This is an optimization exercise on Yosys and OpenROAD, whose aim is small area, not a production implementation. In this exercise RTL edits were held to simulation tests only and were not proved equivalent to the original. Power is estimated from default activity; no workload was simulated.

==> juniper <==
Design sd_dac_top, start of the top module:
module sd_dac_top (
    input               clk,
    input               rst_n,
    input               tone_en,
    input        [31:0] phase_increment,
    input signed [15:0] sample_in,
    output              sample_strobe,
    output              output_pdm_p,
    output              output_pdm_n
);
export LEC_CHECK = 0
export ABC_AREA = 1
export CAP_MARGIN = 30
export CORE_MARGIN = 2
export CORE_UTILIZATION = 40
export CTS_BUF_LIST = sky130_fd_sc_hd__clkbuf_16
export CTS_CLUSTER_DIAMETER = 100
export CTS_CLUSTER_SIZE = 25
export GPL_TIMING_DRIVEN = 0
export SLEW_MARGIN = 30
create_clock -name core_clock -period 15.0 [get_ports {clk}]
standard.sh (not shown) runs the stock make flow with config.mk's settings and CLKGATE_MAP_FILE= SYNTH_SCRIPT=/design/flow/synth_recipe.tcl, a recipe that flattens the netlist after the stock synthesis.
==> flow/flow/run.sh <==
#!/bin/bash
# The standard layout, with one change: synthesis maps the logic with an area-oriented ABC
# script (flow/abc_area.script, selected by ABC_AREA=1 in config.mk) instead of ORFS's.
set -euo pipefail
W=$(pwd)
rm -rf "$W/scripts"
cp -r "$FLOW_HOME/scripts" "$W/scripts"
cp "$W/flow/abc_area.script" "$W/scripts/abc_area.script"
bash "$W/standard.sh" SCRIPTS_DIR="$W/scripts" finish > "$W/standard_flow.log" 2>&1
==> flow/flow/abc_area.script <==
strash
dch -f
map -a
mfs2
strash
dch -f
map -a
topo
==> inputs of nickel, as changes to juniper <==
==> flow/run.sh (new file) <==
#!/bin/bash
# synth_recipe.tcl (not shown) runs the flow's synth.tcl, then flattens the netlist and writes it again
# the make line also repeats each setting of config.mk as NAME=value (left out here)
make -C /OpenROAD-flow-scripts/flow DESIGN_CONFIG=/design/flow/config.mk WORK_HOME=/design/flow/orfs CLKGATE_MAP_FILE= SYNTH_SCRIPT=/design/flow/synth_recipe.tcl finish
- ABC_AREA: 1 -> unset
removed: flow/flow/run.sh
removed: flow/flow/abc_area.script
removed: flow/standard.sh
==> inputs of yarrow, as changes to juniper <==
--- a/flow/design.v
+++ b/flow/design.v
@@ -177,16 +177,15 @@
     input  wire [6:0]  N,
     output wire [7:0]  xs,      
     output wire        x8,      
     output wire [1:0]  ms,      
     output wire        mf,      
     output wire        mt,      
     output wire        m2s,     
-    output wire        isH,     
-    output wire        isS,     
+    output wire        swap,    
     output wire        first,   
     output wire [5:0]  cidx     
 );
     wire [127:0] onehot = 128'd1 << N;
     assign xs[0] = |(onehot & 128'h20020410c00001000200008308000000);
     assign xs[1] = |(onehot & 128'h0c180104000000000020002000000400);
     assign xs[2] = |(onehot & 128'h00000040208880610008080880000012);
@@ -197,16 +196,15 @@
     assign xs[7] = |(onehot & 128'h80200000100040123002000005d22b68);
     assign x8 = |(onehot & 128'h00000002080000000000000000000000);
     assign ms[0] = |(onehot & 128'h42050540000000008000050000000000);
     assign ms[1] = |(onehot & 128'h000002a100102800000080b800081000);
     assign mf = |(onehot & 128'h000007e000000000000005b800000000);
     assign mt = |(onehot & 128'h42050001001028008000800000081000);
     assign m2s = |(onehot & 128'h01003800070700040810700420254005);
-    assign isH = |(onehot & 128'hbc7a401af8e897fb73aa0a01d5d0a7fa);
-    assign isS = |(onehot & 128'h4385bfe5071768048c55f5be282f5805);
+    assign swap = |(onehot & 128'hc48ec02f0939b80d94fe1e027871e80f);
     assign first = |(onehot & 128'h80800820001008000010100800080800);
     assign cidx[0] = |(onehot & 128'hac6c4553386a163833b307129410460b);
     assign cidx[1] = |(onehot & 128'h9da3d1bca2f5461dc9a693a408ddb02c);
     assign cidx[2] = |(onehot & 128'h32380ff08468188251ca45b8f0d221c2);
     assign cidx[3] = |(onehot & 128'he8e332a25b7c768694063aad5d241aae);
     assign cidx[4] = |(onehot & 128'h02cc1989164a5d5b80535b27a0427081);
     assign cidx[5] = |(onehot & 128'had12c256c80180003a80840801890070);
@@ -261,26 +259,25 @@
             6'd45: coef = -19'sd220505;
             default: coef = 19'd0;
         endcase
     end
 endmodule
 module mac_unit (
     input  wire        clk,
-    input  wire        isH,
-    input  wire        isS,
+    input  wire        swap,
     input  wire        first,
     input  wire [18:0] coef,
     input  wire [21:0] dat,
-    output reg  [40:0] accH,
-    output reg  [1:0]  cpH,
-    output reg  [37:0] accS,
-    output reg  [1:0]  cpS
+    output reg  [40:0] acc,
+    output reg  [1:0]  cp
 );
-    wire [40:0] acc_in = first ? 41'd0 : isH ? accH : {3'd0, accS};
-    wire [1:0]  cp_in  = first ? 2'd0 : isH ? cpH : cpS;
+    reg  [40:0] sh;
+    reg  [1:0]  shcp;
+    wire [40:0] acc_in = first ? 41'd0 : swap ? sh : acc;
+    wire [1:0]  cp_in  = first ? 2'd0 : swap ? shcp : cp;
     wire [20:0] cb = {coef[18], coef, 1'b0};    
     wire [23:0] d  = {{2{dat[21]}}, dat};
     wire [9:0] neg, one, two;
     genvar i;
     generate
         for (i = 0; i < 10; i = i + 1) begin : digit
             assign neg[i] = cb[2*i+2] & ~(cb[2*i+1] & cb[2*i]);
@@ -1030,16 +1027,17 @@
     wire [9:0]  mid;
     wire [10:0] hi;
     wire        c20, c30, c_unused;
     rca #(20) add_lo  (.a(ra[19:0]),  .b(rb[19:0]),  .ci(1'b0),     .s(lo),  .co(c20));
     rca #(10) add_mid (.a(ra[29:20]), .b(rb[29:20]), .ci(cp_in[0]), .s(mid), .co(c30));
     rca #(11) add_hi  (.a(ra[40:30]), .b(rb[40:30]), .ci(cp_in[1]), .s(hi),  .co(c_unused));
     always @(posedge clk) begin
-        if (isH) begin accH <= {hi, mid, lo}; cpH <= {c30, c20}; end
-        if (isS) begin accS <= {hi[7:0], mid, lo}; cpS <= {c30, c20}; end
+        acc <= {hi, mid, lo};
+        cp  <= {c30, c20};
+        if (swap) begin sh <= acc; shcp <= cp; end
     end
 endmodule
 module sd_dac_top (
     input               clk,
     input               rst_n,
     input               tone_en,
     input        [31:0] phase_increment,
@@ -1059,24 +1057,24 @@
     end
     assign sample_strobe = (N == 7'd127);
     wire [15:0] sine;
     quarterwave_generator nco (.clk(clk), .arst(rst_n), .ce(N == 7'd63), .phase_increment(phase_increment), .sinewave(sine));
     wire [15:0] xin = tone_en ? sine : sample_in;
     wire [7:0] xs;
     wire [1:0] ms;
-    wire x8, mf, mt, m2s, isH, isS, first;
+    wire x8, mf, mt, m2s, swap, first;
     wire [18:0] coef;
-    wire isH_a, isS_a, first_a;
+    wire swap_a, first_a;
     wire [5:0] cidx_a;
     sched_rom ctl (.N(N), .xs(xs), .x8(x8), .ms(ms), .mf(mf), .mt(mt), .m2s(m2s),
-                   .isH(isH_a), .isS(isS_a), .first(first_a), .cidx(cidx_a));
-    reg isH_r, isS_r, first_r;
+                   .swap(swap_a), .first(first_a), .cidx(cidx_a));
+    reg swap_r, first_r;
     reg [5:0] cidx_r;
-    always @(posedge clk) begin isH_r <= isH_a; isS_r <= isS_a; first_r <= first_a; cidx_r <= cidx_a; end
-    assign isH = isH_r; assign isS = isS_r; assign first = first_r;
+    always @(posedge clk) begin swap_r <= swap_a; first_r <= first_a; cidx_r <= cidx_a; end
+    assign swap = swap_r; assign first = first_r;
     coef_rom crom (.cidx(cidx_r), .coef(coef));
     wire [20:0] rndH;     
     wire [19:0] rndM2;    
     wire [15:0] rndV;     
     reg [67*16-1:0] r1;
     always @(posedge clk) r1 <= {r1[66*16-1:0], (N == 7'd127) ? xin : (clr ? 16'd0 : r1[67*16-1:66*16])};
     reg [7*21-1:0] rm;
@@ -1090,19 +1088,19 @@
     wire [21:0] opx = {{6{xr[15]}}, xr} | {{3{xr8[15]}}, xr8, 3'b000};
     wire [21:0] opy = ({22{mf}} & {mr[20], mr}) | ({22{mt}} & {{2{mr[19]}}, mr[19:0]}) | ({22{m2s}} & {{2{m2r[19]}}, m2r});
     wire [21:0] dsum;
     wire c_unused1;
     rca #(22) preadd (.a(opx), .b(opy), .ci(1'b0), .s(dsum), .co(c_unused1));
     reg [21:0] dat;
     always @(posedge clk) dat <= dsum;
-    wire [40:0] accH;
-    wire [37:0] accS;
-    wire [1:0] cpH, cpS;
-    mac_unit mac (.clk(clk), .isH(isH), .isS(isS), .first(first), .coef(coef), .dat(dat),
-                  .accH(accH), .cpH(cpH), .accS(accS), .cpS(cpS));
+    wire [40:0] acc;
+    wire [1:0] cp;
+    mac_unit mac (.clk(clk), .swap(swap), .first(first), .coef(coef), .dat(dat), .acc(acc), .cp(cp));
+    wire [40:0] accH = acc, accS = acc;
+    wire [1:0] cpH = cp, cpS = cp;
     wire rcH = accH[19] & ((accH[20] ^ cpH[0]) | (|accH[18:0]));
     wire c_unused2, c_unused3, c_unused4;
     rca #(21) roundH (.a(accH[40:20]), .b({10'd0, cpH[1], 9'd0, cpH[0]}), .ci(rcH), .s(rndH), .co(c_unused2));
     wire rcS2 = accS[17] & (accS[18] | (|accS[16:0]));
     rca #(20) roundM2 (.a(accS[37:18]), .b({7'd0, cpS[1], 9'd0, cpS[0], 2'b00}), .ci(rcS2), .s(rndM2), .co(c_unused3));
     wire rcS1 = accS[14] & (accS[15] | (|accS[13:0]));
     wire [16:0] rv;
==> flow/flow/run.sh (replaced) <==
#!/bin/bash
# The standard layout, with a different synthesis of the same RTL:
#  - the standard synthesis is run first, for the names and cell types of its registers;
#  - then the whole flow runs with flow/synth.tcl as the synthesis script (Yosys's quick ABC pass
#    skipped, registers renamed to the standard names) and with flow/abc_area.script, an
#    area-oriented ABC script, in a copy of ORFS's scripts (ABC_AREA=1 in config.mk selects it).
set -euo pipefail
W=$(pwd)
RES="$W/orfs/results/$FLOW_PLATFORM/sd_dac_top/base"

bash "$W/standard.sh" synth > "$W/standard_synth.log" 2>&1
python3 "$W/flow/regs.py" "$RES/1_2_yosys.v" > "$W/standard_regs.txt"
cp "$RES/1_2_yosys.v" "$W/standard_synth.v"
rm -rf "$W/orfs"

rm -rf "$W/scripts"
cp -r "$FLOW_HOME/scripts" "$W/scripts"
cp "$W/flow/abc_area.script" "$W/scripts/abc_area.script"
REF_REGS="$W/standard_regs.txt" bash "$W/standard.sh" SCRIPTS_DIR="$W/scripts" \
  SYNTH_SCRIPT="$W/flow/synth.tcl" finish > "$W/flow.log" 2>&1
==> flow/flow/regs.py (new file) <==
# Lists the flip-flops of a mapped netlist: "base type name" per line (name without the leading
# backslash; base is the name without Yosys's cell-type suffix).
import re, sys
net = open(sys.argv[1]).read()
for typ, name in re.findall(r'^\s*(sky130_fd_sc_hd__\w*df\w*)\s+(\S+)\s*\(', net, re.M):
    if name.startswith('\\'):
        name = name[1:]
    base = re.sub(r'\$_[A-Z0-9_]+_$', '', name)
    print('{%s} %s {%s}' % (base, typ, name))
==> flow/flow/synth.tcl (new file) <==
# synth_recipe.tcl with two changes: Yosys's synth skips its quick ABC pass (-noabc), so that the
# adders are extracted from the logic as written, and the registers are then given the names the
# standard synthesis gives them (the enable polarity Yosys puts in a register's name can differ).
proc synth {args} { yosys synth -nofsm -noshare -noabc {*}$args }
source $::env(SCRIPTS_DIR)/synth.tcl
# left out here: clear keep_hierarchy, flatten, clean up, hide names made inside functions

# reference registers: lines "base type name" from the standard synthesis
set ref [dict create]
set f [open $::env(REF_REGS) r]
while {[gets $f line] >= 0} {
  if {[llength $line] != 3} { continue }
  lassign $line base type name
  dict set ref $base [list $type $name]
}
close $f
set top $::env(DESIGN_NAME)
set types [lsort -unique [lmap v [dict values $ref] {lindex $v 0}]]
set seen 0
set renames {}
foreach type $types {
  set l [yosys tee -q -s result.string select -list t:$type]
  foreach c [split [string trim $l] "\n"] {
    if {$c eq ""} { continue }
    set name [string range $c [expr {[string length $top] + 1}] end]
    regsub {\$_[A-Z0-9_]+_$} $name {} base
    if {![dict exists $ref $base]} { error "register $name has no counterpart in the standard synthesis" }
    lassign [dict get $ref $base] rtype rname
    if {$rtype ne $type} { error "register $name is a $type, the standard synthesis has a $rtype" }
    incr seen
    if {$name ne $rname} { lappend renames $name $rname }
  }
}
# every flip-flop cell must be one of the reference registers
set all [yosys tee -q -s result.string select -list t:sky130_fd_sc_hd__*df*]
set nall [llength [lsearch -all -inline -not [split [string trim $all] "\n"] ""]]
if {$seen != [dict size $ref] || $nall != $seen} { error "register count differs: $seen of [dict size $ref], $nall flip-flops" }
yosys cd $top
foreach {old new} $renames { yosys rename $old $new }
yosys cd
puts "registers renamed: [expr {[llength $renames] / 2}] of $seen"
# left out here: write 1_2_yosys.v
- CAP_MARGIN: 30 -> 10
- SLEW_MARGIN: 30 -> 10
==> summary of the runs <==
nickel completed with no timing, DRC or antenna violations. juniper passed the timing, design-rule and antenna checks. yarrow produced a clean layout.
Sequential power is about the same in nickel and juniper.
Count of clock-buffer cells in the layout is the same in yarrow and juniper.
The lowest power belongs to yarrow, the highest to nickel.
In yarrow the non-clock buffer count is lower than in nickel, by 252.
Against juniper, the register-to-register slack of nickel is worse by 0.24 ns.
Routed wire length, highest first: nickel, juniper, yarrow.
==> figures <==
Result of the run: juniper no timing/DRC/antenna violations; nickel no timing/DRC/antenna violations; yarrow no timing/DRC/antenna violations
Global-route wire length before repair: juniper 213,000 um; nickel 236,000 um; yarrow 198,000 um
Multi-input gate area in the final layout: juniper 0.0214 mm2; nickel 0.0232 mm2; yarrow 0.0208 mm2
Total track usage: juniper 19.4%; nickel 21.0%; yarrow 18.4%
Met1 routed wirelength after detailed routing: juniper 62,500 um; nickel 69,600 um; yarrow 58,900 um
Number of synthesized flops with an enable pin: juniper 122; nickel 122; yarrow 82
Power attributed to sequential cells: juniper 0.00425 W; nickel 0.00425 W; yarrow 0.00424 W
Sequential cell count: juniper 1,567; nickel 1,567; yarrow 1,569
Wirelength per Cell: juniper 20.2 um; nickel 23.4 um; yarrow 19.7 um
Non-clock buffer count in the final layout: juniper 103; nickel 345; yarrow 93
Final area over synthesized area: juniper 1.115x; nickel 1.096x; yarrow 1.110x
Final critical-path setup slack: juniper 0.398 ns; nickel 0.499 ns; yarrow 0.349 ns
Core occupancy in the finished layout: juniper 45.0%; nickel 44.2%; yarrow 44.7%
Fraction of area in non-clock buffers: juniper 2.21%; nickel 2.96%; yarrow 2.07%

==> afterwards: timing with drivers on the ports <==
The flow's constraints put no driver on any port. The routed layouts listed below were extracted and timed again, unchanged, in two steps. Step 1: set_driving_cell puts a clkbuf_16 on clk and a buf_2 on each other input, an assumption about the parent block. Step 2 moves the port delays by t, midway between the first and last clock arrival at a register: inputs arrive t later, outputs are due t later. That takes back most of the time a late clock gives input paths. Slacks: ideal / step 1 / step 2; pairs: ideal / step 1.
| run | t, ns | slack for setup (ns) | worst hold slack (ns) | clock arrival spread, ns |
|---|---|---|---|---|
| juniper | 0.762 | 0.398 / 0.438 / -0.324 | 0.301 / 0.301 / 0.301 | 0.060 / 0.060 |
| nickel | 0.772 | 0.499 / 0.533 / -0.239 | 0.295 / 0.295 / 0.295 | 0.070 / 0.070 |
| yarrow | 0.746 | 0.349 / 0.382 / -0.364 | 0.312 / 0.312 / 0.312 | 0.032 / 0.032 |
With both steps, setup timing fails in every run listed, where it was met with ideal ports. For nickel, which loses most, drivers alone change the setup slack by +0.034 ns; drivers and shift together by -0.738 ns.
